From an optimization exercise on the open Yosys and OpenROAD flow, aimed at small area and a short achievable clock period; shortcuts taken in it are not production practice.
No functional check of the RTL was part of this run.
Power is estimated from default activity; no workload was simulated.

## design.v

```verilog
package riscv_cpu_pkg;
  parameter ADDR_WIDTH = 5;
  parameter DATA_WIDTH = 32;
  parameter CSR_WIDTH  = 16;
  parameter CU_PC_BOOT    = 2'b00;
  parameter CU_PC_STALL   = 2'b01;
  parameter CU_PC_NEXT    = 2'b10;
  parameter BU_MUX_WIDTH = 2; 
  parameter BU_PC_NEXT   = 2'b00;
  parameter BU_PC_JAL    = 2'b01;
  parameter BU_PC_BRANCH = 2'b10;
  parameter OP_MSB     = 6;
  parameter OP_LSB     = 0;
  parameter FUNCT3_MSB = 14;
  parameter FUNCT3_LSB = 12;
  parameter FUNCT7_MSB = 31;
  parameter FUNCT7_LSB = 25;
  parameter REG_S1_MSB = 19;
  parameter REG_S1_LSB = 15;
  parameter REG_S2_MSB = 24;
  parameter REG_S2_LSB = 20;
  parameter REG_RD_MSB = 11;
  parameter REG_RD_LSB = 7;
  parameter IMM_MSB    = 31;
  parameter IMM_LSB    = 20;
  parameter IMM_NBITS = IMM_MSB - IMM_LSB + 1;
  parameter OPCODE_LUI       = 7'h37;
  parameter OPCODE_AUIPC     = 7'h17;
  parameter OPCODE_JAL       = 7'h6F;
  parameter OPCODE_JALR      = 7'h67;
  parameter OPCODE_BRANCH    = 7'h63;
  parameter OPCODE_LOAD      = 7'h03;
  parameter OPCODE_STORE     = 7'h23;
  parameter OPCODE_OP_IMM    = 7'h13;
  parameter OPCODE_OP        = 7'h33;
  parameter OPCODE_MISC_MEM  = 7'h0F;
  parameter OPCODE_SYSTEM    = 7'h73;
  parameter BEQ  = 3'b000;
  parameter BNE  = 3'b001;
  parameter BLT  = 3'b100;
  parameter BGE  = 3'b101;
  parameter BLTU = 3'b110;
  parameter BGEU = 3'b111;
  parameter LB   = 3'b000;
  parameter LH   = 3'b001;
  parameter LW   = 3'b010;
  parameter LBU  = 3'b100;
  parameter LHU  = 3'b101;
  parameter SB = 3'b000;
  parameter SH = 3'b001;
  parameter SW = 3'b010;
  parameter ADDI  = 3'b000;
  parameter SLTI  = 3'b010;
  parameter SLTIU = 3'b011;
  parameter XORI  = 3'b100;
  parameter ORI   = 3'b110;
  parameter ANDI  = 3'b111;
  parameter SLLI  = 3'b001;
  parameter SRI   = 3'b101;
  parameter ADD  = 3'b000;
  parameter SLL  = 3'b001;
  parameter SLT  = 3'b010;
  parameter SLTU = 3'b011;
  parameter XOR  = 3'b100;
  parameter SR   = 3'b101;
  parameter OR   = 3'b110;
  parameter AND  = 3'b111;
  parameter OP_A_REG   = 2'b00;
  parameter OP_A_IMM   = 2'b01;
  parameter OP_A_PC    = 2'b10;
  parameter OP_B_REG   = 0;
  parameter OP_B_IMM   = 1;
  parameter ALU_OP_WIDTH = 4;
  parameter ALU_ADD  = 4'b0000;
  parameter ALU_SUB  = 4'b0001;
  parameter ALU_XOR  = 4'b0010;
  parameter ALU_AND  = 4'b0011;
  parameter ALU_OR   = 4'b0100;
  parameter ALU_SLT  = 4'b0101;
  parameter ALU_SLTU = 4'b0110;
  parameter ALU_SLL  = 4'b0111;
  parameter ALU_SRL  = 4'b1000;
  parameter ALU_SRA  = 4'b1001;
  parameter IMM_MUX_WIDTH = 2;
  parameter IMM_Z     = 2'b00;
  parameter IMM_I     = 2'b01;
  parameter IMM_S     = 2'b10;
  parameter IMM_J     = 2'b11;
  parameter JAL_JUMP      = 0;
  parameter JAL_JUMPR     = 1;
  parameter CSR_CARRY    = 0;
  parameter CSR_OVERFLOW = 1;
  parameter CSR_SIGN     = 2;
  parameter CSR_ZERO     = 3;
  parameter NO_BRANCH         = 2'b00;
  parameter BRANCH_IF_EQUAL   = 2'b01;
  parameter BRANCH_IF_EQUAL_N = 2'b10;
  parameter BRANC_IF_SIGN     = 2'b11;
  parameter WDATA_MUX_WIDTH = 1;
  parameter WDATA_ALU = 1'b0;
  parameter WDATA_MEM = 1'b1;
  parameter JALR_RDATA_MUX_WIDTH = 1;
  parameter JALR_RDATA_REG = 1'b0;
  parameter JALR_RDATA_MEM = 1'b1;
  parameter ALU_DATA_A_MUX_WIDTH = 2;
  parameter ALU_DATA_A_REG = 2'b00;
  parameter ALU_DATA_A_MEM = 2'b01;
  parameter ALU_DATA_A_WB  = 2'b10;
  parameter ALU_DATA_B_MUX_WIDTH = 2;
  parameter ALU_DATA_B_REG = 2'b00;
  parameter ALU_DATA_B_MEM = 2'b01;
  parameter ALU_DATA_B_WB  = 2'b10;
typedef struct packed {
  logic  [ALU_OP_WIDTH-1:0] alu_op;
} ex_ctl_t;
typedef struct packed {
  logic             [1:0] branch_mux;
  logic                   mem_we;
} mem_ctl_t;
typedef struct packed {
  logic                        reg_we;
  logic  [WDATA_MUX_WIDTH-1:0] wdata_mux;
} wb_ctl_t;
typedef struct packed {
  logic  [DATA_WIDTH-1:0] imm;
  logic  [DATA_WIDTH-1:0] alu_data_a;
  logic  [DATA_WIDTH-1:0] alu_data_b;
  logic  [ADDR_WIDTH-1:0] reg_raddr_a;
  logic  [ADDR_WIDTH-1:0] reg_raddr_b;
  logic                   data_a_reg;   
  logic                   data_b_reg;   
  logic            [31:0] pc;
  logic            [31:0] branch_addr;
  logic  [DATA_WIDTH-1:0] mem_wdata;
  logic  [ADDR_WIDTH-1:0] dest_reg;
} id2ex_t;
typedef struct packed {
  logic            [31:0] pc;
  logic            [31:0] branch_addr;
  logic  [DATA_WIDTH-1:0] mem_wdata;
  logic  [ADDR_WIDTH-1:0] dest_reg;
  logic  [DATA_WIDTH-1:0] alu_result;
} ex2mem_t;
typedef struct packed {
  logic       [ADDR_WIDTH-1:0] dest_reg;
  logic       [DATA_WIDTH-1:0] alu_result;
  logic       [DATA_WIDTH-1:0] mem_data;
} mem2wb_t;
endpackage : riscv_cpu_pkg
import riscv_cpu_pkg::*;
module branch_unit
(
  input  logic clk_i,
  input  logic rst_ni,
  input  logic branch_taken_i,
  input  logic jal_op_i,
  output logic [BU_MUX_WIDTH-1:0] pc_mux_o
);
  always_comb begin
    pc_mux_o = BU_PC_NEXT;
    if(branch_taken_i) begin
      pc_mux_o = BU_PC_BRANCH;
    end else if(jal_op_i) begin
      pc_mux_o = BU_PC_JAL;
    end
  end
endmodule
import riscv_cpu_pkg::*;
module if_stage
#(
) (
  input  logic                      clk_i,
  input  logic                      rst_ni,
  output logic                      instr_req_o,
  output logic               [31:0] instr_addr_o,
  input  logic               [31:0] instr_rdata_i,
  input  logic               [31:0] branch_addr_i,
  input  logic               [31:0] jal_addr_i,
  input  logic                      jal_op_i,
  input  logic                      stall_id_i,
  input  logic                [1:0] cu_pc_mux_i,              
  input  logic                      branch_taken_i,
  input  logic               [31:0] boot_addr_i,
  output logic               [31:0] instr_rdata_id_o,         
  output logic               [31:0] pc_if_o
);
  logic      [31:0] next_addr;
  logic      [31:0] pc_q;
  logic      [31:0] pc_d;
  logic      [31:0] pc_old_q;
  logic      [31:0] pc_old_d;
  logic      [31:0] instr_reg_q;
  logic      [31:0] instr_reg_d;
  logic  [BU_MUX_WIDTH-1:0] bu_pc_mux;
  logic                     bu_jal_op;
  branch_unit branch_unit_i (
    .clk_i            (clk_i),
    .rst_ni           (rst_ni),
    .branch_taken_i   (branch_taken_i),
    .jal_op_i         (bu_jal_op),
    .pc_mux_o         (bu_pc_mux)
  );
  assign instr_req_o = 1'b1;
  assign bu_jal_op = jal_op_i;
  always_comb begin
    case(cu_pc_mux_i)
      CU_PC_BOOT:     next_addr = boot_addr_i;
      CU_PC_STALL:    next_addr = pc_q;
      CU_PC_NEXT:     next_addr = pc_q + 4;
      default:        next_addr = pc_q + 4;
    endcase
  end
  always_comb begin
    pc_d = pc_q;
    case(bu_pc_mux)
      BU_PC_NEXT:    pc_d = next_addr;
      BU_PC_BRANCH:  pc_d = branch_addr_i;
      BU_PC_JAL:     pc_d = jal_addr_i;
    endcase
  end
  assign pc_old_d     = pc_q;
  assign instr_reg_d  = instr_rdata_i;
  always_ff @(posedge clk_i or negedge rst_ni) begin
    if(~rst_ni) begin
      pc_q        <= '0;
      pc_old_q    <= '0;
      instr_reg_q <= '0;
    end else begin
      if(stall_id_i == 1'b0) begin
        pc_q        <= pc_d;
        pc_old_q    <= pc_old_d;
        instr_reg_q <= instr_reg_d;
      end
    end
  end
  assign pc_if_o          = pc_old_q;
  assign instr_rdata_id_o = instr_reg_q;
  assign instr_addr_o = pc_q;
endmodule
import riscv_cpu_pkg::*;
module register_file
#(
) (
  input  logic                  clk_i,
  input  logic                  rst_ni,
  input  logic [ADDR_WIDTH-1:0]  raddr_a_i,
  output logic [DATA_WIDTH-1:0]  rdata_a_o,
  input  logic [ADDR_WIDTH-1:0]  raddr_b_i,
  output logic [DATA_WIDTH-1:0]  rdata_b_o,
  input logic [ADDR_WIDTH-1:0]   waddr_a_i,
  input logic [DATA_WIDTH-1:0]   wdata_a_i,
  input logic                    we_a_i
);
  localparam NUM_WORDS = 2 ** ADDR_WIDTH;
  logic [DATA_WIDTH-1:0] registers [NUM_WORDS-1:0];
  logic [NUM_WORDS-1:0] we_a_dec;
  generate
    genvar j;
    for(j = 0; j < NUM_WORDS; j++) begin
      assign we_a_dec[j] = (j == waddr_a_i) ? we_a_i : 1'b0;
    end
  endgenerate
  always_ff @(posedge clk_i or negedge rst_ni) begin
    if (~rst_ni) begin
      registers[0] <= 32'b0;
    end else begin
      registers[0] <= 32'b0;
    end
  end
  generate
    genvar i;
    for(i = 1; i < NUM_WORDS; i++) begin
      always @(posedge clk_i or negedge rst_ni) begin
        if(~rst_ni) begin
          registers[i] <= '0;
        end else if(we_a_dec[i] == 1'b1) begin
          registers[i] = wdata_a_i;
        end
      end
    end
  endgenerate
  always_comb begin  
    rdata_a_o = registers[raddr_a_i];
    rdata_b_o = registers[raddr_b_i];
    if(we_a_i == 1'b1) begin
      if(waddr_a_i == raddr_a_i) begin
        rdata_a_o = wdata_a_i;
      end
      if(waddr_a_i == raddr_b_i) begin
        rdata_b_o = wdata_a_i;
      end
    end
  end
endmodule
import riscv_cpu_pkg::*;
module control_unit
#(
) (
  input  logic clk_i,
  input  logic rst_ni,
  input  logic [31:0] instr_i,
  output logic                 [1:0] data_a_mux_o,
  output logic                       data_b_mux_o,
  output logic   [IMM_MUX_WIDTH-1:0] imm_mux_o,
  output logic    [ALU_OP_WIDTH-1:0] alu_op_o,
  output logic      [ADDR_WIDTH-1:0] reg_raddr_a_o,
  output logic      [ADDR_WIDTH-1:0] reg_raddr_b_o,
  output logic                       reg_we_o,
  output logic                 [1:0] branch_mux_o,
  output logic [WDATA_MUX_WIDTH-1:0] wdata_mux_o,
  output logic                       mem_we_o,
  output logic            [1:0] pc_mux_o,
  output logic                  jal_op_o,
  output logic            [1:0] jal_mux_o
);
  logic [6:0] opcode;
  logic [2:0] funct3;
  assign opcode = instr_i[OP_MSB:OP_LSB];
  assign funct3 = instr_i[FUNCT3_MSB:FUNCT3_LSB];
  always_comb begin
    data_a_mux_o = OP_A_REG;
    data_b_mux_o = OP_B_IMM;
    imm_mux_o    = IMM_Z;
    alu_op_o     = ALU_ADD;
    branch_mux_o = NO_BRANCH;
    wdata_mux_o  = WDATA_ALU;
    pc_mux_o     = CU_PC_NEXT;
    reg_we_o     = 1'b0;
    jal_op_o     = 1'b0;
    jal_mux_o    = JAL_JUMP;
    mem_we_o     = 1'b0; 
    reg_raddr_a_o = instr_i[REG_S1_MSB:REG_S1_LSB];  
    reg_raddr_b_o = instr_i[REG_S2_MSB:REG_S2_LSB];  
    case(opcode)
      OPCODE_LUI: data_a_mux_o = OP_A_REG;
      OPCODE_AUIPC: data_a_mux_o = OP_A_REG;
      OPCODE_JAL: begin       
        jal_op_o      = 1'b1;
        data_a_mux_o  = OP_A_PC;
        imm_mux_o     = IMM_J;
        data_b_mux_o  = OP_B_IMM;
        alu_op_o      = ALU_ADD;
        reg_we_o      = 1'b1;
        wdata_mux_o   = WDATA_ALU;
        jal_mux_o     = JAL_JUMP;
      end
      OPCODE_JALR: begin      
        jal_op_o      = 1'b1;
        data_a_mux_o  = OP_A_PC;
        imm_mux_o     = IMM_J;
        data_b_mux_o  = OP_B_IMM;
        alu_op_o      = ALU_ADD;
        reg_we_o      = 1'b1;
        wdata_mux_o   = WDATA_ALU;
        jal_mux_o     = JAL_JUMPR;
      end
      OPCODE_BRANCH: begin    
        data_a_mux_o  = OP_A_REG;
        data_b_mux_o  = OP_B_REG;
        alu_op_o      = ALU_SUB;
        case(funct3)
          BEQ:     branch_mux_o = BRANCH_IF_EQUAL;
          BNE:     branch_mux_o = BRANCH_IF_EQUAL_N;
          default: branch_mux_o = NO_BRANCH;
        endcase
      end
      OPCODE_LOAD: begin
        reg_we_o      = 1'b1;
        wdata_mux_o   = WDATA_MEM;
        data_a_mux_o  = OP_A_REG;
        imm_mux_o     = IMM_I;
        alu_op_o      = ALU_ADD;
      end
      OPCODE_STORE: begin
        data_a_mux_o  = OP_A_REG;
        data_b_mux_o  = OP_B_IMM;
        imm_mux_o     = IMM_S;
        alu_op_o      = ALU_ADD;
        mem_we_o      = 1'b1;
      end
      OPCODE_OP_IMM: begin
        imm_mux_o     = IMM_I;
        data_a_mux_o  = OP_A_REG;
        data_b_mux_o  = OP_B_IMM;
        reg_we_o      = 1'b1;
        wdata_mux_o   = WDATA_ALU;
        case(funct3)
          ADDI : alu_op_o = ALU_ADD;
          SLTI : alu_op_o = ALU_SLT;
          SLTIU: alu_op_o = ALU_SLTU;
          XORI : alu_op_o = ALU_XOR;
          ORI  : alu_op_o = ALU_OR;
          ANDI : alu_op_o = ALU_AND;
          SLLI : alu_op_o = ALU_SLL;
          SRI  : if(instr_i[30] == 1'b0) begin alu_op_o = ALU_SRL; end else begin alu_op_o = ALU_SRA; end
        endcase
      end
      OPCODE_OP: begin
        data_a_mux_o  = OP_A_REG;
        data_b_mux_o  = OP_B_REG;
        reg_we_o      = 1'b1;
        wdata_mux_o   = WDATA_ALU;
        case(funct3)
          ADD : if(instr_i[30] == 1'b0) begin alu_op_o = ALU_ADD; end else begin alu_op_o = ALU_SUB; end
          SLL : alu_op_o = ALU_SLL;
          SLT : alu_op_o = ALU_SLT;
          SLTU: alu_op_o = ALU_SLTU;
          XOR : alu_op_o = ALU_XOR;
          SR  : if(instr_i[30] == 1'b0) begin alu_op_o = ALU_SRL; end else begin alu_op_o = ALU_SRA; end
          OR  : alu_op_o = ALU_OR;
          AND : alu_op_o = ALU_AND;
        endcase
      end
      OPCODE_MISC_MEM: data_a_mux_o = OP_A_REG;
      OPCODE_SYSTEM:   data_a_mux_o = OP_A_REG;
      default: ;
    endcase  
  end
endmodule
import riscv_cpu_pkg::*;
module id_stage
(
  input  logic                      clk_i,     
  input  logic                      rst_ni,    
  input  logic               [31:0] instr_rdata_i,
  input  logic               [31:0] pc_id_i,
  input  logic     [ADDR_WIDTH-1:0] waddr_a_i,
  input  logic     [DATA_WIDTH-1:0] wdata_a_i,
  input  logic                      we_a_i,
  output logic                [1:0] pc_mux_o,
  output logic                      jal_op_o,
  output logic               [31:0] jal_addr_o,
  input logic                       branch_taken_i,
  input logic                       stall_ex_i,
  input  logic [JALR_RDATA_MUX_WIDTH-1:0] jalr_rdata_mux_i,
  input  logic     [DATA_WIDTH-1:0] alu_result_i,
  output logic     [ADDR_WIDTH-1:0] raddr_a_o,
  output logic                      jalr_op_o,
  output riscv_cpu_pkg::ex_ctl_t                   ex_ctl_o,
  output riscv_cpu_pkg::mem_ctl_t                  mem_ctl_o,
  output riscv_cpu_pkg::wb_ctl_t                   wb_ctl_o,
  output riscv_cpu_pkg::id2ex_t                    ex_pipeline_o
);
  logic  [ADDR_WIDTH-1:0] raddr_a;
  logic  [DATA_WIDTH-1:0] rdata_a;
  logic  [ADDR_WIDTH-1:0] raddr_b;
  logic  [DATA_WIDTH-1:0] rdata_b;
  logic  [ADDR_WIDTH-1:0] waddr_a;
  logic  [DATA_WIDTH-1:0] wdata_a;
  logic                   we_a;
  logic [1:0] data_a_mux;
  logic data_b_mux;
  logic [IMM_MUX_WIDTH-1:0] imm_mux;
  logic [ALU_OP_WIDTH-1:0]  alu_op;
  logic [ADDR_WIDTH-1:0]    reg_raddr_a;
  logic [ADDR_WIDTH-1:0]    reg_raddr_b;
  logic reg_we;
  logic [1:0] branch_mux;
  logic [WDATA_MUX_WIDTH-1:0] wdata_mux;
  logic [1:0] jal_mux;
  logic [DATA_WIDTH-1:0] data_a;
  logic [DATA_WIDTH-1:0] data_b;
  logic                  data_a_reg;
  logic                  data_b_reg;
  logic [ADDR_WIDTH-1:0] dest_reg;
  logic [DATA_WIDTH-1:0] imm;
  logic [DATA_WIDTH-1:0] mem_wdata;
  logic                  mem_we;
  logic [31:0] jal_offset;
  logic [31:0] jalr_offset;
  logic  [DATA_WIDTH-1:0] jalr_rdata;
  logic [31:0] branch_offset;
  riscv_cpu_pkg::ex_ctl_t ex_ctl_d;
  riscv_cpu_pkg::ex_ctl_t ex_ctl_q;
  riscv_cpu_pkg::mem_ctl_t mem_ctl_d;
  riscv_cpu_pkg::mem_ctl_t mem_ctl_q;
  riscv_cpu_pkg::wb_ctl_t wb_ctl_d;
  riscv_cpu_pkg::wb_ctl_t wb_ctl_q;
  riscv_cpu_pkg::id2ex_t ex_pipeline_d;
  riscv_cpu_pkg::id2ex_t ex_pipeline_q;
  register_file #(
  ) register_file_i (
    .clk_i          (clk_i),
    .rst_ni         (rst_ni),
    .raddr_a_i      (raddr_a),
    .rdata_a_o      (rdata_a),
    .raddr_b_i      (raddr_b),
    .rdata_b_o      (rdata_b),
    .waddr_a_i      (waddr_a),
    .wdata_a_i      (wdata_a),
    .we_a_i         (we_a)
  );
  control_unit #(
  ) control_unit_i (
    .clk_i          (clk_i),
    .rst_ni         (rst_ni),
    .instr_i        (instr_rdata_i),
    .data_a_mux_o   (data_a_mux),
    .data_b_mux_o   (data_b_mux),
    .imm_mux_o      (imm_mux),
    .alu_op_o       (alu_op),
    .reg_raddr_a_o  (reg_raddr_a),
    .reg_raddr_b_o  (reg_raddr_b),
    .reg_we_o       (reg_we),
    .branch_mux_o   (branch_mux),
    .wdata_mux_o    (wdata_mux),
    .mem_we_o       (mem_we),
    .pc_mux_o       (pc_mux_o),
    .jal_op_o       (jal_op_o),
    .jal_mux_o      (jal_mux)
  );
  assign raddr_a          = reg_raddr_a;
  assign raddr_b          = reg_raddr_b;
  assign waddr_a          = waddr_a_i;
  assign wdata_a          = wdata_a_i;
  assign we_a             = we_a_i;
  assign dest_reg         = instr_rdata_i[REG_RD_MSB:REG_RD_LSB];  
  assign mem_wdata        = rdata_b;
  always_comb begin : jmp_offset_sign_extension
    jal_offset[31] = instr_rdata_i[31];
    jal_offset[30:19] = {12{instr_rdata_i[31]}};
    jal_offset[18:11] = instr_rdata_i[19:12];
    jal_offset[10] = instr_rdata_i[20];
    jal_offset[9:0] = instr_rdata_i[30:21];
    jalr_offset[31] = instr_rdata_i[31];
    jalr_offset[30:11] = {20{instr_rdata_i[31]}};
    jalr_offset[10:0] = instr_rdata_i[30:20];
    branch_offset[31] = instr_rdata_i[31];
    branch_offset[30:11] = {20{instr_rdata_i[31]}};
    branch_offset[10] = instr_rdata_i[7];
    branch_offset[9:4] = instr_rdata_i[30:25];
    branch_offset[3:0] = instr_rdata_i[11:8];
  end : jmp_offset_sign_extension
  always_comb begin : imm_sign_extension
    imm = '0;
    case(imm_mux)
      IMM_Z:  imm = '0;
      IMM_I:  begin
        imm[DATA_WIDTH-1:IMM_NBITS-1]  = {(DATA_WIDTH-IMM_NBITS+1){instr_rdata_i[IMM_MSB]}};
        imm[IMM_NBITS-2:0] = instr_rdata_i[IMM_MSB-1:IMM_LSB];
      end
      IMM_S:  begin  
        imm[DATA_WIDTH-1:11]  = {21{instr_rdata_i[31]}};
        imm[IMM_NBITS-2:0] = {instr_rdata_i[30:25], instr_rdata_i[11:7]};
      end
      IMM_J:  imm = 4;
    endcase
  end : imm_sign_extension
  always_comb begin
    data_a = rdata_a;
    data_b = rdata_b;
    data_a_reg = 1'b0;
    data_b_reg = 1'b0;
    case(data_a_mux)
      OP_A_REG: begin
        data_a = rdata_a;
        data_a_reg = 1'b1;
      end
      OP_A_IMM:   data_a = imm;
      OP_A_PC:    data_a = pc_id_i;
    endcase
    case(data_b_mux)
      OP_B_REG: begin
        data_b = rdata_b;
        data_b_reg = 1'b1;
      end
      OP_B_IMM:    data_b = imm;
    endcase
  end
  always_comb begin
    jalr_rdata = raddr_a;
    case(jalr_rdata_mux_i)
      JALR_RDATA_REG: jalr_rdata = raddr_a;
      JALR_RDATA_MEM: jalr_rdata = alu_result_i;
    endcase
  end
  always_comb begin
    jalr_op_o = 1'b0;
    case(jal_mux)
      JAL_JUMP:  jal_addr_o = pc_id_i + jal_offset;
      JAL_JUMPR: begin   
        jal_addr_o = jalr_rdata + jalr_offset;
        jalr_op_o = 1'b1;
      end
      default:   jal_addr_o = pc_id_i + jal_offset;
    endcase
  end
  assign ex_ctl_d.alu_op                      = (branch_taken_i == 1'b0) ? alu_op : ALU_ADD;
  assign mem_ctl_d.branch_mux                 = (branch_taken_i == 1'b0) ? branch_mux : BU_PC_NEXT;
  assign mem_ctl_d.mem_we                     = (branch_taken_i == 1'b0) ? mem_we     : 1'b0;
  assign wb_ctl_d.reg_we                      = (branch_taken_i == 1'b0) ? reg_we    : 1'b0;
  assign wb_ctl_d.wdata_mux                   = (branch_taken_i == 1'b0) ? wdata_mux : WDATA_ALU;
  assign ex_pipeline_d.imm                    = (branch_taken_i == 1'b0) ? imm : 32'b0;
  assign ex_pipeline_d.alu_data_a             = (branch_taken_i == 1'b0) ? data_a : 32'b0;
  assign ex_pipeline_d.alu_data_b             = (branch_taken_i == 1'b0) ? data_b : 32'b0;
  assign ex_pipeline_d.reg_raddr_a            = (branch_taken_i == 1'b0) ? raddr_a : {ADDR_WIDTH{1'b0}};
  assign ex_pipeline_d.reg_raddr_b            = (branch_taken_i == 1'b0) ? raddr_b : {ADDR_WIDTH{1'b0}};
  assign ex_pipeline_d.data_a_reg             = (branch_taken_i == 1'b0) ? data_a_reg : 1'b0;
  assign ex_pipeline_d.data_b_reg             = (branch_taken_i == 1'b0) ? data_b_reg : 1'b0;
  assign ex_pipeline_d.pc                     = (branch_taken_i == 1'b0) ? pc_id_i : '0;
  assign ex_pipeline_d.branch_addr            = (branch_taken_i == 1'b0) ? pc_id_i + branch_offset : 32'b0;
  assign ex_pipeline_d.mem_wdata              = (branch_taken_i == 1'b0) ? mem_wdata : 32'b0;
  assign ex_pipeline_d.dest_reg               = (branch_taken_i == 1'b0) ? dest_reg : {ADDR_WIDTH{1'b0}};
  always_ff @(posedge clk_i or negedge rst_ni) begin
    if(~rst_ni) begin
      ex_ctl_q      <= '0;
      mem_ctl_q     <= '0;
      wb_ctl_q      <= '0;
      ex_pipeline_q <= '0;
    end else begin
      if(stall_ex_i == 1'b0) begin
        ex_ctl_q      <= ex_ctl_d;
        mem_ctl_q     <= mem_ctl_d;
        wb_ctl_q      <= wb_ctl_d;
        ex_pipeline_q <= ex_pipeline_d;
      end
    end
  end
  assign ex_ctl_o      = ex_ctl_q;
  assign mem_ctl_o     = mem_ctl_q;
  assign wb_ctl_o      = wb_ctl_q;
  assign ex_pipeline_o = ex_pipeline_q;
  assign raddr_a_o     = raddr_a;
endmodule
import riscv_cpu_pkg::*;
module alu
#(
) (
  input  logic  [DATA_WIDTH-1:0] 		data_a_i,
  input  logic  [DATA_WIDTH-1:0] 		data_b_i,
  input  logic  [ALU_OP_WIDTH-1:0]  op_i,
  output logic  [DATA_WIDTH-1:0] 		data_o
);
always_comb begin
	data_o = '0;
	case(op_i)
    ALU_ADD:  data_o = data_a_i + data_b_i;
    ALU_SUB:  data_o = data_a_i - data_b_i;
    ALU_XOR:  data_o = data_a_i ^ data_b_i;
		ALU_AND:  data_o = data_a_i & data_b_i;
    ALU_OR :  data_o = data_a_i | data_b_i;
    ALU_SLT:  data_o = (data_a_i - data_b_i) < 0 ? 1 : 0;
    ALU_SLTU: data_o = (data_a_i - data_b_i) < 0 ? 1 : 0;
    ALU_SLL:  data_o = data_a_i << data_b_i[4:0];
    ALU_SRL:  data_o = data_a_i >> data_b_i[4:0];
    ALU_SRA:  data_o = data_a_i >> data_b_i[4:0];
	endcase
end
endmodule
import riscv_cpu_pkg::*;
module ex_stage
#(
) (
  input  logic                   clk_i,     
  input  logic                   rst_ni,    
  input  riscv_cpu_pkg::ex_ctl_t                 ex_ctl_i,
  input  riscv_cpu_pkg::mem_ctl_t                mem_ctl_i,
  input  riscv_cpu_pkg::wb_ctl_t                 wb_ctl_i,
  output riscv_cpu_pkg::mem_ctl_t                mem_ctl_o,
  output riscv_cpu_pkg::wb_ctl_t                 wb_ctl_o,
  input  logic                    branch_taken_i,
  input  logic                    clear_ex_i,
  input  riscv_cpu_pkg::id2ex_t                 ex_pipeline_i,
  output riscv_cpu_pkg::ex2mem_t                mem_pipeline_o,
  input  logic [DATA_WIDTH-1:0] alu_result_i,
  input  logic [DATA_WIDTH-1:0] mem_data_i,
  input logic  [ALU_DATA_A_MUX_WIDTH-1:0] alu_data_a_mux_i,
  input logic  [ALU_DATA_B_MUX_WIDTH-1:0] alu_data_b_mux_i,
  output logic  [ADDR_WIDTH-1:0] reg_raddr_a_o,
  output logic  [ADDR_WIDTH-1:0] reg_raddr_b_o,
  output logic                   data_a_reg_o,
  output logic                   data_b_reg_o,
  output logic  [ADDR_WIDTH-1:0] dest_reg_o,
  output logic                   reg_we_o
);
  logic  [DATA_WIDTH-1:0] alu_data_a;
  logic  [DATA_WIDTH-1:0] alu_data_b;
  logic  [ALU_OP_WIDTH-1:0] alu_op;
  logic [DATA_WIDTH-1:0] alu_result;
  riscv_cpu_pkg::mem_ctl_t mem_ctl_d;
  riscv_cpu_pkg::mem_ctl_t mem_ctl_q;
  riscv_cpu_pkg::wb_ctl_t wb_ctl_d;
  riscv_cpu_pkg::wb_ctl_t wb_ctl_q;
  riscv_cpu_pkg::ex2mem_t mem_pipeline_d;
  riscv_cpu_pkg::ex2mem_t mem_pipeline_q;
  assign reg_raddr_a_o = ex_pipeline_i.reg_raddr_a;
  assign reg_raddr_b_o = ex_pipeline_i.reg_raddr_b;
  assign data_a_reg_o  = ex_pipeline_i.data_a_reg;
  assign data_b_reg_o  = ex_pipeline_i.data_b_reg;
  assign alu_op     = ex_ctl_i.alu_op;
  assign mem_pipeline_d.pc          = (branch_taken_i == 1'b0 && clear_ex_i == 1'b0) ? ex_pipeline_i.pc : '0;
  assign mem_pipeline_d.branch_addr = (branch_taken_i == 1'b0 && clear_ex_i == 1'b0) ? ex_pipeline_i.branch_addr : '0;
  assign mem_pipeline_d.mem_wdata   = (branch_taken_i == 1'b0 && clear_ex_i == 1'b0) ? ex_pipeline_i.mem_wdata : 32'b0;
  assign mem_pipeline_d.dest_reg    = (branch_taken_i == 1'b0 && clear_ex_i == 1'b0) ? ex_pipeline_i.dest_reg : {ADDR_WIDTH{1'b0}};
  assign mem_pipeline_d.alu_result  = (branch_taken_i == 1'b0 && clear_ex_i == 1'b0) ? alu_result : 32'b0;
  assign mem_ctl_d = (branch_taken_i == 1'b0 && clear_ex_i == 1'b0) ? mem_ctl_i : {NO_BRANCH, 1'b0};
  assign wb_ctl_d  = (branch_taken_i == 1'b0 && clear_ex_i == 1'b0) ? wb_ctl_i  : {1'b0, WDATA_ALU};
  always_comb begin
    case(alu_data_a_mux_i)
      ALU_DATA_A_REG: alu_data_a = ex_pipeline_i.alu_data_a;
      ALU_DATA_A_MEM: alu_data_a = alu_result_i;
      ALU_DATA_A_WB : alu_data_a = mem_data_i;
      default       : alu_data_a = ex_pipeline_i.alu_data_a;
    endcase
    case(alu_data_b_mux_i)
      ALU_DATA_B_REG: alu_data_b = ex_pipeline_i.alu_data_b;
      ALU_DATA_B_MEM: alu_data_b = alu_result_i;
      ALU_DATA_B_WB : alu_data_b = mem_data_i;
      default       : alu_data_b = ex_pipeline_i.alu_data_b;
    endcase
  end
  alu #(
  ) alu_i (
    .data_a_i     (alu_data_a),
    .data_b_i     (alu_data_b),
    .op_i         (alu_op),
    .data_o       (alu_result)
  );
  always_ff @(posedge clk_i or negedge rst_ni) begin
    if(~rst_ni) begin
      mem_ctl_q      <= '0;
      wb_ctl_q       <= '0;
      mem_pipeline_q <= '0;
    end else begin
      mem_ctl_q         <= mem_ctl_d;
      wb_ctl_q          <= wb_ctl_d;
      mem_pipeline_q    <= mem_pipeline_d;
    end
  end
  assign mem_ctl_o      = mem_ctl_q;
  assign wb_ctl_o       = wb_ctl_q;
  assign mem_pipeline_o = mem_pipeline_q;
  assign dest_reg_o     = ex_pipeline_i.dest_reg;
  assign reg_we_o       = wb_ctl_i.reg_we;
endmodule
import riscv_cpu_pkg::*;
module load_store_unit_simple
#(
) (
  input  logic                   clk_i,
  input  logic                   rst_ni,
  output logic                   data_req_o,
  input  logic                   data_gnt_i,
  input  logic                   data_rvalid_i,
  output logic  [DATA_WIDTH-1:0] data_addr_o,
  output logic                   data_we_o,
  output logic             [3:0] data_be_o,
  output logic  [DATA_WIDTH-1:0] data_wdata_o,
  input  logic  [DATA_WIDTH-1:0] data_rdata_i,
  input  logic                   mem_we_i,          
  input  logic  [DATA_WIDTH-1:0] mem_wdata_i,       
  input  logic            [31:0] mem_addr_i,
  output logic  [DATA_WIDTH-1:0] mem_rdata_o       
);
  assign data_addr_o  = mem_addr_i;
  assign data_we_o    = mem_we_i;
  assign data_wdata_o = mem_wdata_i;
  assign data_be_o    = 4'hF;  
  assign data_req_o   = 1'b1;
  assign mem_rdata_o = data_rdata_i;
endmodule
import riscv_cpu_pkg::*;
module mem_branch_ctl
#(
) (
  input  logic                  clk_i,
  input  logic                  rst_ni,
  input  logic           [31:0] pc_i,
  input  logic [DATA_WIDTH-1:0] alu_result_i,
  input  logic            [1:0] branch_mux_i,
  output logic                  taken_o
);
  logic flag_zero;
  logic flag_sign;
  assign flag_zero = (alu_result_i == 0) ? 1'b1 : 1'b0;
  assign flag_sign = alu_result_i[31];
  always_comb begin
    taken_o = 1'b0;
    case(branch_mux_i)
      NO_BRANCH:          taken_o = 1'b0;
      BRANCH_IF_EQUAL:    taken_o = flag_zero;
      BRANCH_IF_EQUAL_N:  taken_o = ~flag_zero;
      BRANC_IF_SIGN:      taken_o = flag_sign;
    endcase  
  end
endmodule
import riscv_cpu_pkg::*;
module mem_stage
#(
) (
  input  logic                   clk_i,
  input  logic                   rst_ni,
  input  riscv_cpu_pkg::mem_ctl_t               mem_ctl_i,
  input  riscv_cpu_pkg::wb_ctl_t                wb_ctl_i,
  output riscv_cpu_pkg::wb_ctl_t                wb_ctl_o,
  input  riscv_cpu_pkg::ex2mem_t                mem_pipeline_i,
  output riscv_cpu_pkg::mem2wb_t                wb_pipeline_o,
  output logic            [31:0] branch_addr_o,
  output logic                   taken_o,
  output logic  [DATA_WIDTH-1:0] alu_result_o,   
  output logic  [ADDR_WIDTH-1:0] dest_reg_o,
  output logic                   reg_we_o,
  output logic  [WDATA_MUX_WIDTH-1:0] wb_mux_o,
  output logic                   data_req_o,
  input  logic                   data_gnt_i,
  input  logic                   data_rvalid_i,
  output logic  [DATA_WIDTH-1:0] data_addr_o,
  output logic                   data_we_o,
  output logic             [3:0] data_be_o,
  output logic  [DATA_WIDTH-1:0] data_wdata_o,
  input  logic  [DATA_WIDTH-1:0] data_rdata_i
);
  logic            [31:0] pc          ;
  logic             [1:0] branch_mux  ;
  logic            [31:0] branch_addr ;
  logic  [ADDR_WIDTH-1:0] dest_reg;
  logic  [DATA_WIDTH-1:0] alu_result;
  logic  [DATA_WIDTH-1:0] wdata;
  logic                   we;
  logic [31:0] b_pc;
  logic [DATA_WIDTH-1:0] b_alu_result;
  logic b_taken;
  logic [1:0] b_branch_mux;
  logic                   lsu_we;
  logic  [DATA_WIDTH-1:0] lsu_wdata;
  logic            [31:0] lsu_addr;
  logic  [DATA_WIDTH-1:0] lsu_rdata;
  riscv_cpu_pkg::wb_ctl_t wb_ctl_d;
  riscv_cpu_pkg::wb_ctl_t wb_ctl_q;
  riscv_cpu_pkg::mem2wb_t wb_pipeline_d;
  riscv_cpu_pkg::mem2wb_t wb_pipeline_q;
  load_store_unit_simple #(
  ) load_store_unit_simple_i (
    .clk_i                    ( clk_i          ),
    .rst_ni                   ( rst_ni         ),
    .data_req_o               ( data_req_o     ),
    .data_gnt_i               ( data_gnt_i     ),
    .data_rvalid_i            ( data_rvalid_i  ),
    .data_addr_o              ( data_addr_o    ),
    .data_we_o                ( data_we_o      ),
    .data_be_o                ( data_be_o      ),
    .data_wdata_o             ( data_wdata_o   ),
    .data_rdata_i             ( data_rdata_i   ),
    .mem_we_i                 ( lsu_we         ),
    .mem_wdata_i              ( lsu_wdata      ),
    .mem_addr_i               ( lsu_addr       ),
    .mem_rdata_o              ( lsu_rdata      )
  );
  mem_branch_ctl #(
  ) mem_branch_ctl_i (
    .clk_i              (clk_i),
    .rst_ni             (rst_ni),
    .pc_i               (b_pc),
    .alu_result_i       (b_alu_result),
    .branch_mux_i       (b_branch_mux),
    .taken_o            (b_taken)
  );
  assign pc            = mem_pipeline_i.pc;
  assign branch_addr   = mem_pipeline_i.branch_addr;
  assign wdata         = mem_pipeline_i.mem_wdata;
  assign dest_reg      = mem_pipeline_i.dest_reg;
  assign alu_result    = mem_pipeline_i.alu_result;  
  assign branch_mux    = mem_ctl_i.branch_mux;
  assign we            = mem_ctl_i.mem_we;
  assign b_pc          = pc;
  assign b_branch_mux  = branch_mux;
  assign b_alu_result  = alu_result;
  assign wb_ctl_d      = wb_ctl_i;
  assign wb_pipeline_d.dest_reg   = dest_reg;
  assign wb_pipeline_d.alu_result = alu_result;
  assign wb_pipeline_d.mem_data   = lsu_rdata;
  assign lsu_addr   = alu_result;
  assign lsu_wdata  = wdata;
  assign lsu_we     = we;
  always_ff @(posedge clk_i or negedge rst_ni) begin
    if(~rst_ni) begin
      wb_ctl_q          <= '0;
      wb_pipeline_q     <= '0;
    end else begin
      wb_ctl_q          <= wb_ctl_d;
      wb_pipeline_q     <= wb_pipeline_d;
    end
  end
  assign wb_ctl_o       = wb_ctl_q;
  assign wb_pipeline_o  = wb_pipeline_q;
  assign branch_addr_o  = branch_addr;
  assign taken_o        = b_taken;
  assign alu_result_o   = alu_result;
  assign dest_reg_o     = dest_reg;
  assign reg_we_o       = wb_ctl_i.reg_we;
  assign wb_mux_o       = wb_ctl_i.wdata_mux;
endmodule
import riscv_cpu_pkg::*;
module wb_stage
#(
) (
  input  logic                   clk_i,
  input  logic                   rst_ni,
  input  riscv_cpu_pkg::wb_ctl_t                wb_ctl_i,
  input  riscv_cpu_pkg::mem2wb_t                wb_pipeline_i,
  output logic  [DATA_WIDTH-1:0] wdata_o,
  output logic  [ADDR_WIDTH-1:0] dest_reg_o,
  output logic                   we_o,
  output logic  [DATA_WIDTH-1:0] mem_data_o   
);
  logic                        reg_we;
  logic  [WDATA_MUX_WIDTH-1:0] wdata_mux;
  logic       [ADDR_WIDTH-1:0] dest_reg;
  logic       [DATA_WIDTH-1:0] alu_result;
  logic       [DATA_WIDTH-1:0] mem_data;
  assign reg_we       = wb_ctl_i.reg_we;
  assign wdata_mux    = wb_ctl_i.wdata_mux;
  assign dest_reg     = wb_pipeline_i.dest_reg;
  assign alu_result   = wb_pipeline_i.alu_result;
  assign mem_data     = wb_pipeline_i.mem_data;
  always_comb begin
    wdata_o = alu_result;
    case(wdata_mux)
      WDATA_ALU: wdata_o = alu_result;
      WDATA_MEM: wdata_o = mem_data;
      default: wdata_o = alu_result;
    endcase
  end
  assign dest_reg_o   = dest_reg;
  assign we_o         = reg_we;
  assign mem_data_o   = wdata_o;
endmodule
import riscv_cpu_pkg::*;
module forwarding_unit
#(
) (
  input  logic clk_i,
  input  logic rst_ni,
  input  logic [ADDR_WIDTH-1:0] id_raddr_a_i,
  input  logic [ADDR_WIDTH-1:0] ex_raddr_a_i,
  input  logic [ADDR_WIDTH-1:0] ex_raddr_b_i,
  input  logic                  ex_data_a_reg_i,
  input  logic                  ex_data_b_reg_i,
  input  logic [ADDR_WIDTH-1:0] ex_dest_reg_i,
  input  logic [ADDR_WIDTH-1:0] mem_dest_reg_i,
  input  logic [ADDR_WIDTH-1:0] wb_dest_reg_i,
  input  logic ex_reg_we_i,
  input  logic mem_reg_we_i,
  input  logic wb_reg_we_i,
  input  logic jalr_op_i,
  input  logic mem_wb_mux_i,
  output logic [ALU_DATA_A_MUX_WIDTH-1:0] alu_data_a_mux_o,
  output logic [ALU_DATA_B_MUX_WIDTH-1:0] alu_data_b_mux_o,
  output logic [JALR_RDATA_MUX_WIDTH-1:0] jalr_rdata_mux_o,
  output logic stall_id_o,
  output logic stall_ex_o
);
  logic stall_id;  
  logic stall_ex;  
  logic is_load_mem;
  assign is_load_mem = (mem_wb_mux_i == WDATA_MEM) ? 1'b1 : 1'b0;
  always_comb begin
    jalr_rdata_mux_o = JALR_RDATA_REG;
    if(((id_raddr_a_i == mem_dest_reg_i && mem_reg_we_i) && jalr_op_i) && mem_dest_reg_i != {ADDR_WIDTH{1'b0}}) begin
      jalr_rdata_mux_o = JALR_RDATA_MEM;
    end  
  end
  always_comb begin
    alu_data_a_mux_o = ALU_DATA_A_REG;
    if(((ex_raddr_a_i == mem_dest_reg_i && mem_reg_we_i) && ex_data_a_reg_i) && mem_dest_reg_i != {ADDR_WIDTH{1'b0}}) begin
      alu_data_a_mux_o = ALU_DATA_A_MEM;
    end else if(((ex_raddr_a_i == wb_dest_reg_i && wb_reg_we_i) && ex_data_a_reg_i) && wb_dest_reg_i != {ADDR_WIDTH{1'b0}}) begin
      alu_data_a_mux_o = ALU_DATA_A_WB;
    end
    alu_data_b_mux_o = ALU_DATA_B_REG;
    if(((ex_raddr_b_i == mem_dest_reg_i && mem_reg_we_i) && ex_data_b_reg_i) && mem_dest_reg_i != {ADDR_WIDTH{1'b0}}) begin
      alu_data_b_mux_o = ALU_DATA_B_MEM;
    end else if(((ex_raddr_b_i == wb_dest_reg_i && wb_reg_we_i) && ex_data_a_reg_i) && wb_dest_reg_i != {ADDR_WIDTH{1'b0}}) begin
      alu_data_b_mux_o = ALU_DATA_B_WB;
    end
  end
  always_comb begin
    stall_id = '0;
    stall_ex = '0;
    if(((id_raddr_a_i == ex_dest_reg_i && ex_reg_we_i) && jalr_op_i) && ex_dest_reg_i != {ADDR_WIDTH{1'b0}}) begin
      stall_id = 1'b1;
    end
    if((((ex_raddr_a_i == mem_dest_reg_i || ex_raddr_b_i == mem_dest_reg_i) && mem_reg_we_i) && is_load_mem) && mem_dest_reg_i != {ADDR_WIDTH{1'b0}}) begin
      stall_id = 1'b1;
      stall_ex = 1'b1;
    end
  end
  assign stall_id_o = stall_id;
  assign stall_ex_o = stall_ex;
endmodule
import riscv_cpu_pkg::*;
module core
#(
) (
  input  logic        clk_i,
  input  logic        rst_ni,
  output logic        instr_req_o,
  input  logic        instr_gnt_i,
  input  logic        instr_rvalid_i,
  output logic [31:0] instr_addr_o,
  input  logic [31:0] instr_rdata_i,
  output logic        data_req_o,
  input  logic        data_gnt_i,
  input  logic        data_rvalid_i,
  output logic        data_we_o,
  output logic [3:0]  data_be_o,
  output logic [31:0] data_addr_o,
  output logic [31:0] data_wdata_o,
  input  logic [31:0] data_rdata_i,
  input  logic [31:0] irq_i,
  output logic        irq_ack_o,
  output logic [4:0]  irq_id_o,
  input  logic        fetch_enable_i,
  input  logic [31:0] boot_addr_i
);
  logic [31:0]           if_instr_rdata;
  logic [1:0]            if_cu_pc_mux;
  logic [31:0]           if_branch_addr;
  logic [31:0]           if_jal_addr;
  logic                  if_jal_op;
  logic [31:0]           id_instr_rdata;
  logic [31:0]           id_pc;
  logic [DATA_WIDTH-1:0] id_wdata_a;
  logic [ADDR_WIDTH-1:0] id_raddr_a;
  logic                  id_jalr_op;
  logic [ADDR_WIDTH-1:0] ex_reg_raddr_a;
  logic [ADDR_WIDTH-1:0] ex_reg_raddr_b;
  logic                  ex_data_a_reg;
  logic                  ex_data_b_reg;
  logic [ADDR_WIDTH-1:0] ex_dest_reg;
  logic                  ex_reg_we;
  riscv_cpu_pkg::ex_ctl_t ex_ex_ctl;
  riscv_cpu_pkg::mem_ctl_t ex_mem_ctl;
  riscv_cpu_pkg::wb_ctl_t ex_wb_ctl;
  riscv_cpu_pkg::id2ex_t ex_pipeline;
  logic                  mem_branch_taken;
  logic [ADDR_WIDTH-1:0] mem_dest_reg;
  logic                  mem_reg_we;
  logic [WDATA_MUX_WIDTH-1:0] mem_wb_mux;
  logic [DATA_WIDTH-1:0] mem_alu_result;
  riscv_cpu_pkg::mem_ctl_t mem_mem_ctl;
  riscv_cpu_pkg::wb_ctl_t mem_wb_ctl;
  riscv_cpu_pkg::ex2mem_t mem_pipeline;
  logic [ADDR_WIDTH-1:0] wb_dest_reg;
  logic                  wb_reg_we;
  logic [DATA_WIDTH-1:0] wb_mem_data;
  riscv_cpu_pkg::wb_ctl_t wb_wb_ctl;
  riscv_cpu_pkg::mem2wb_t wb_pipeline;
  logic [ALU_DATA_A_MUX_WIDTH-1:0] fu_alu_data_a_mux;
  logic [ALU_DATA_A_MUX_WIDTH-1:0] fu_alu_data_b_mux;
  logic [JALR_RDATA_MUX_WIDTH-1:0] fu_jalr_rdata_mux;
  logic                            fu_stall_id;
  logic                            fu_stall_ex;
  assign irq_ack_o = 1'b0;
  assign irq_id_o = 1'b0;
  assign if_instr_rdata = instr_rdata_i;
  if_stage #(
  ) if_stage_i (
    .clk_i             (clk_i),
    .rst_ni            (rst_ni),
    .instr_rdata_i     (if_instr_rdata),
    .instr_req_o       (instr_req_o),
    .instr_addr_o      (instr_addr_o),
    .branch_addr_i     (if_branch_addr),
    .jal_addr_i        (if_jal_addr),
    .jal_op_i          (if_jal_op),
    .stall_id_i        (fu_stall_id),
    .cu_pc_mux_i       (if_cu_pc_mux),
    .branch_taken_i    (mem_branch_taken),
    .boot_addr_i       (boot_addr_i),
    .instr_rdata_id_o  (id_instr_rdata),
    .pc_if_o           (id_pc)
  );
  id_stage #(
  ) id_stage_i (
    .clk_i            (clk_i),
    .rst_ni           (rst_ni),
    .instr_rdata_i    (id_instr_rdata),
    .pc_id_i          (id_pc),
    .waddr_a_i        (wb_dest_reg),
    .wdata_a_i        (id_wdata_a),
    .we_a_i           (wb_reg_we),
    .pc_mux_o         (if_cu_pc_mux),
    .jal_op_o         (if_jal_op),
    .jal_addr_o       (if_jal_addr),
    .branch_taken_i   (mem_branch_taken),
    .stall_ex_i       (fu_stall_ex),
    .jalr_rdata_mux_i (fu_jalr_rdata_mux),
    .alu_result_i     (mem_alu_result),
    .raddr_a_o        (id_raddr_a),
    .jalr_op_o        (id_jalr_op),
    .ex_ctl_o         (ex_ex_ctl),
    .mem_ctl_o        (ex_mem_ctl),
    .wb_ctl_o         (ex_wb_ctl),
    .ex_pipeline_o    (ex_pipeline)
  );
  ex_stage #(
  ) ex_stage_i (
    .clk_i             (clk_i),
    .rst_ni            (rst_ni),
    .ex_ctl_i          (ex_ex_ctl),
    .mem_ctl_i         (ex_mem_ctl),
    .wb_ctl_i          (ex_wb_ctl),
    .mem_ctl_o         (mem_mem_ctl),
    .wb_ctl_o          (mem_wb_ctl),
    .branch_taken_i    (mem_branch_taken),
    .clear_ex_i        (fu_stall_ex),
    .ex_pipeline_i     (ex_pipeline),
    .mem_pipeline_o    (mem_pipeline),
    .alu_result_i      (mem_alu_result),
    .mem_data_i        (wb_mem_data),
    .alu_data_a_mux_i  (fu_alu_data_a_mux),
    .alu_data_b_mux_i  (fu_alu_data_b_mux),
    .reg_raddr_a_o     (ex_reg_raddr_a),
    .reg_raddr_b_o     (ex_reg_raddr_b),
    .data_a_reg_o      (ex_data_a_reg),
    .data_b_reg_o      (ex_data_b_reg),
    .dest_reg_o        (ex_dest_reg),
    .reg_we_o          (ex_reg_we)
  );
  mem_stage #(
  ) mem_stage_i (
    .clk_i             (clk_i),
    .rst_ni            (rst_ni),
    .mem_ctl_i         (mem_mem_ctl),
    .wb_ctl_i          (mem_wb_ctl),
    .wb_ctl_o          (wb_wb_ctl),
    .mem_pipeline_i    (mem_pipeline),
    .wb_pipeline_o     (wb_pipeline),
    .branch_addr_o     (if_branch_addr),
    .taken_o           (mem_branch_taken),
    .alu_result_o      (mem_alu_result),
    .dest_reg_o        (mem_dest_reg),
    .reg_we_o          (mem_reg_we),
    .wb_mux_o          (mem_wb_mux),
    .data_req_o        (data_req_o),
    .data_gnt_i        (data_gnt_i),
    .data_rvalid_i     (data_rvalid_i),
    .data_addr_o       (data_addr_o),
    .data_we_o         (data_we_o),
    .data_be_o         (data_be_o),
    .data_wdata_o      (data_wdata_o),
    .data_rdata_i      (data_rdata_i)
  );
  wb_stage #(
  ) wb_stage_i (
    .clk_i             (clk_i),
    .rst_ni            (rst_ni),
    .wb_ctl_i          (wb_wb_ctl),
    .wb_pipeline_i     (wb_pipeline),
    .wdata_o           (id_wdata_a),
    .dest_reg_o        (wb_dest_reg),
    .we_o              (wb_reg_we),
    .mem_data_o        (wb_mem_data)
  );
  forwarding_unit #(
  ) forwarding_unit_i (
    .clk_i           (clk_i),
    .rst_ni          (rst_ni),
    .id_raddr_a_i    (id_raddr_a),
    .ex_raddr_a_i    (ex_reg_raddr_a),
    .ex_raddr_b_i    (ex_reg_raddr_b),
    .ex_data_a_reg_i (ex_data_a_reg),
    .ex_data_b_reg_i (ex_data_b_reg),
    .ex_dest_reg_i   (ex_dest_reg),
    .mem_dest_reg_i  (mem_dest_reg),
    .wb_dest_reg_i   (wb_dest_reg),
    .ex_reg_we_i     (ex_reg_we),
    .mem_reg_we_i    (mem_reg_we),
    .wb_reg_we_i     (wb_reg_we),
    .jalr_op_i       (id_jalr_op),
    .mem_wb_mux_i    (mem_wb_mux),
    .alu_data_a_mux_o(fu_alu_data_a_mux),
    .alu_data_b_mux_o(fu_alu_data_b_mux),
    .jalr_rdata_mux_o(fu_jalr_rdata_mux),
    .stall_id_o      (fu_stall_id),
    .stall_ex_o      (fu_stall_ex)
  );
endmodule
```

## run.sh

```bash
#!/bin/bash
# synth_recipe.tcl (not shown) runs the flow's synth.tcl, then flattens the netlist and writes it again
# the make line also repeats each setting of config.mk as NAME=value (left out here)
make -C /OpenROAD-flow-scripts/flow DESIGN_CONFIG=/design/flow/config.mk WORK_HOME=/design/flow/orfs CLKGATE_MAP_FILE= SYNTH_SCRIPT=/design/flow/synth_recipe.tcl finish
```

## config.mk

```make
export PLATFORM = sky130hd
export DESIGN_NAME = core
export DESIGN_NICKNAME = core
export VERILOG_FILES = /design/flow/design.v
export SDC_FILE = /design/flow/constraint.sdc
export NUM_CORES = 4
export LEC_CHECK = 0
export CAP_MARGIN = 20
export CORE_MARGIN = 2
export CORE_UTILIZATION = 40
export SLEW_MARGIN = 20
```

## constraint.sdc

```tcl
create_clock -name core_clock -period 8.0 [get_ports {clk_i}]
set_input_delay 1.6000 -clock core_clock [delete_from_list [all_inputs] [get_ports {clk_i}]]
set_output_delay 1.6000 -clock core_clock [all_outputs]
set_load 0.01 [all_outputs]
```

==> impl_metrics.json <==
{
  "run_status": "complete, no violations",
  "die-height_um": 444,
  "syn-instance-count": 8627,
  "crit_arrival_ns": 8.26,
  "drt_first_iter_violations": 13300,
  "synthesis.area_um2": 77600,
  "leakage_nw": 38.3,
  "data_required_time_at_the_worst_endpoint_ns": 8.75,
  "worst_setup_path_end_kind": "flip-flop",
  "dpl_worst_slack_ns": 0.687,
  "initial_cell_density_of_the_core": 0.403,
  "via_count_of_the_first_global_routing_pass": 72100,
  "design.die.area_um2": 197000,
  "setup_slack_ns": 0.490,
  "ctsHoldBuffers": 0,
  "htreeDepth": 4,
  "layout.cells.most_common": "dfrtp_1",
  "postCtsSetupBuffers": 0,
  "tritoncts_num_sinks": 1419,
  "floorplan.die.width_um": 444,
  "initial_antenna_violation_count": 41,
  "postSynthRegisterBits": 1419,
  "crit_buf_inv": 1,
  "vdd_ir_drop_max_v": 0.000224,
  "grt_start_max_net_pins": 178,
  "layout-drive-gt1-share": 0.0979,
  "synthDistinctLibCells": 97,
  "number_of_nets_with_antenna_violations_after_routing": 0,
  "timing_worst_setup_path_type": "flip-flop to flip-flop",
  "actual_transition_at_the_worst_max_transition_pin_ns": 1.39,
  "synth-seq-area-share": 0.458,
  "worst_clock_skew_ns": 0.0806,
  "critical-path-max-stage-delay_ns": 0.81,
  "fmax_ghz": 0.133,
  "hold_path_class": "flip-flop to flip-flop",
  "leading_cell_types_in_the_layout_fill_and_taps_excluded": "dfrtp_1 (1,417), a21oi_1 (904), nand2_1 (867)",
  "final.setup.tns_ns": 0,
  "detailroute.via_count": 77600,
  "total_power_consumption_of_the_routed_design_mw": 21.8,
  "grt_first_pass_wirelength_um": 555000,
  "num_rows": 161,
  "clock_tree.root_cell": "clkbuf_16",
  "area_of_the_placeable_core_um2": 193000,
  "slew_headroom": 0.0659,
  "layout-area-overhead-vs-synth_pct": 13.8,
  "wl_per_cell_um": 35.8,
  "critical_path.top_delay_family": "simple AND/OR/NAND/NOR gates",
  "rsz0062_at_grt": "no",
  "tritoncts_buffer_count": 159,
  "route.detailed.vias_per_inst": 6.98,
  "synth.yosys.warnings": 12,
  "clkLatencyLatePin_ns": 0.88,
  "fin_max_slew_vios": 0,
  "gp_congestion": 1.03,
  "power-per-cell-area_nw_per_um2": 247,
  "routed_wl_um": 397000,
  "dp.cells": 10800,
  "fillCellCount": 18400,
  "path_clk_slew_ns": 0.07,
  "input_output_buffers": 162,
  "grt_overflow_total": 0,
  "synth_area_per_cell_um2": 8.99,
  "crit_path_top_delay_cell": "dfrtp_1",
  "post-route-min-period_ns": 7.51,
  "min_period_over_period": 0.939,
  "timing.critical_path.cells": "xnor2_1, and4_1, nand2_1, a21oi_1, o21a_1, inv_1, nor2_1, a41oi_1, xnor2_1, ha_1, o21a_1, o21ai_0, or3b_2, a31oi_1, a31o_2, nand2_1, o31ai_1, a21o_1, xor2_1, a221oi_1, nor2_1",
  "synth_top_flop_cell": "dfrtp_1",
  "setup.worst_path.start_class": "flip-flop",
  "drcViolationCount": 0,
  "cts_repair_resize_count": 0,
  "crit_path_max_fanout": 15,
  "ctsLongestPathBuffers": 3,
  "grt.total_usage": 0.393,
  "num_io_pins": 244,
  "finalNonFillerCells": 11100,
  "tritoncts_clock_tree": "yes",
  "drt_first_pass_iters": 8,
  "finalCoreUtilization": 0.458,
  "max_cap_violation_count": 0,
  "finalSetupViolCount": 0,
  "place_hpwl_um": 244000,
  "synth-async-reset-ratio": 1.00,
  "finalHoldViolCount": 0,
  "numnets_final": 8742,
  "synth-edff-count": 0
}
## synthesized netlist by cell type, types with 13 or more instances
cell type	instances	area, µm²
a222oi_1	66	661
inv_1	101	379
a211oi_1	41	308
nor2_1	935	3510
nand2_1	879	3300
mux2i_1	108	1080
ha_1	178	2230
o31ai_1	34	255
buf_4	76	571
o22ai_1	36	225
a221o_1	20	200
a21o_1	81	608
buf_2	49	245
a22oi_1	338	2540
nand4_1	163	1020
mux2_2	54	608
a41oi_1	13	114
buf_1	50	188
nor2b_1	22	138
o21a_1	20	150
or3_1	24	150
o21ai_0	670	3350
and3_1	106	663
nor3_1	133	666
o31ai_4	15	319
o31ai_2	13	163
xor2_1	66	578
a221oi_1	334	2930
a21oi_1	904	4520
clkbuf_1	653	2450
and4_1	15	131
a22o_1	304	2660
and2_1	44	275
a31oi_1	48	300
nand2b_1	37	231
dfrtp_1	1419	35500
nor4_1	37	231
o211ai_1	62	465
nand3_1	153	766
o21bai_1	21	158
xnor2_1	128	1120
## per-stage QoR
step                cell area [µm²]  hold slack [ns]
finish                        88300            0.462
global route                  88200            0.479
CTS                           88000            0.438
detailed placement            82600            0.446
global placement              82500            0.446
floorplan                     77600            0.349
## sequential cells by signal, indices dropped and copies added (netlist names)
| name | count |
|---|---|
| id_stage_i.register_file_i.registers | 992 |
| id_stage_i.ex_pipeline_q | 145 |
| ex_stage_i.mem_pipeline_q | 101 |
| mem_stage_i.wb_pipeline_q | 69 |
| if_stage_i.instr_reg_q | 32 |
| if_stage_i.pc_old_q | 32 |
| if_stage_i.pc_q | 32 |
| id_stage_i.ex_ctl_q | 4 |
| ex_stage_i.mem_ctl_q | 3 |
| id_stage_i.mem_ctl_q | 3 |
| ex_stage_i.wb_ctl_q | 2 |
| id_stage_i.wb_ctl_q | 2 |
| mem_stage_i.wb_ctl_q | 2 |
## final timing paths
kind | end | slack [ns] | startpoint | cells past startpoint
min in group asynchronous | id_stage_i.register_file_i.registers[9][15]$_DFFE_PN0P_ | 0.70 | rst_ni | 1
setup reg to reg | ex_stage_i.mem_pipeline_q[28]$_DFF_PN0_ | 0.49 | mem_stage_i.wb_pipeline_q[65]$_DFF_PN0_ | 21
max in group asynchronous | ex_stage_i.mem_pipeline_q[46]$_DFF_PN0_ | 5.40 | rst_ni | 3
hold / removal | mem_stage_i.wb_ctl_q[1]$_DFF_PN0_ | 0.46 | ex_stage_i.wb_ctl_q[1]$_DFF_PN0_ | 0
setup / recovery | ex_stage_i.mem_pipeline_q[28]$_DFF_PN0_ | 0.49 | mem_stage_i.wb_pipeline_q[65]$_DFF_PN0_ | 21
hold reg to reg | mem_stage_i.wb_ctl_q[1]$_DFF_PN0_ | 0.46 | ex_stage_i.wb_ctl_q[1]$_DFF_PN0_ | 0
## per-layer routing
metal  GRT usage  share of wire  up-vias
li1            -              -    31300
met1       0.498           0.36    37600
met2       0.540           0.40     6660
met3       0.147           0.14     2068
met4       0.293          0.095       32
met5     0.00513        0.00072        -
## report_power, final
part           switching, mW  total [mW]  internal (mW)
Combinational           3.41        5.21           1.79
Clock                   3.33        7.76           4.43
Sequential             0.938        8.87           7.93
## cell type report
class / instances / area, µm² / area share
Inverter: 110 / 413 / 0.00468
Timing Repair Buffer: 461 / 4200 / 0.0476
Clock buffer: 235 / 4660 / 0.0527
Clock inverter: 52 / 810 / 0.00917
Sequential cell: 1419 / 35500 / 0.402
Multi-Input combinational cell: 6274 / 39400 / 0.447
Antenna cell: 39 / 97.6 / 0.00111
Tap cell: 2526 / 3160 / 0.0358
## cells by family after synthesis
group                    synth area share
AND/OR/NAND/NOR                     0.148
other                           0.0000968
flip-flops                          0.458
buffers and inverters              0.0509
XOR/XNOR                           0.0219
AO/OA/AOI/OAI                       0.269
adder cells (fa/ha/maj)            0.0297
multiplexers                       0.0232

-- port drivers added, routing unchanged --
In the flow no input, the clock included, has a driving cell. The finished layout below was timed again as built, in two steps.
Step 1 sets driving cells, clkbuf_16 on the clock port and buf_2 on the other inputs (assumed; they add their load-dependent delay and slew).
Step 2 moves the port delays by t, midway between the first and last clock arrival at a register: inputs arrive t later, outputs are due t later. That takes back most of the time a late clock gives input paths.
a / b / c = ideal / step 1 / step 2; a / b = the first two.
t (ns): 0.929
setup WS [ns]: 0.490 / 0.490 / 0.490
worst hold slack (ns): 0.462 / 0.462 / 0.462
worst data-port slew with drivers (ns): 0.08
After both steps this run still meets setup and hold. For this run, drivers alone change the setup slack by 0.000 ns; drivers and shift together by 0.000 ns.
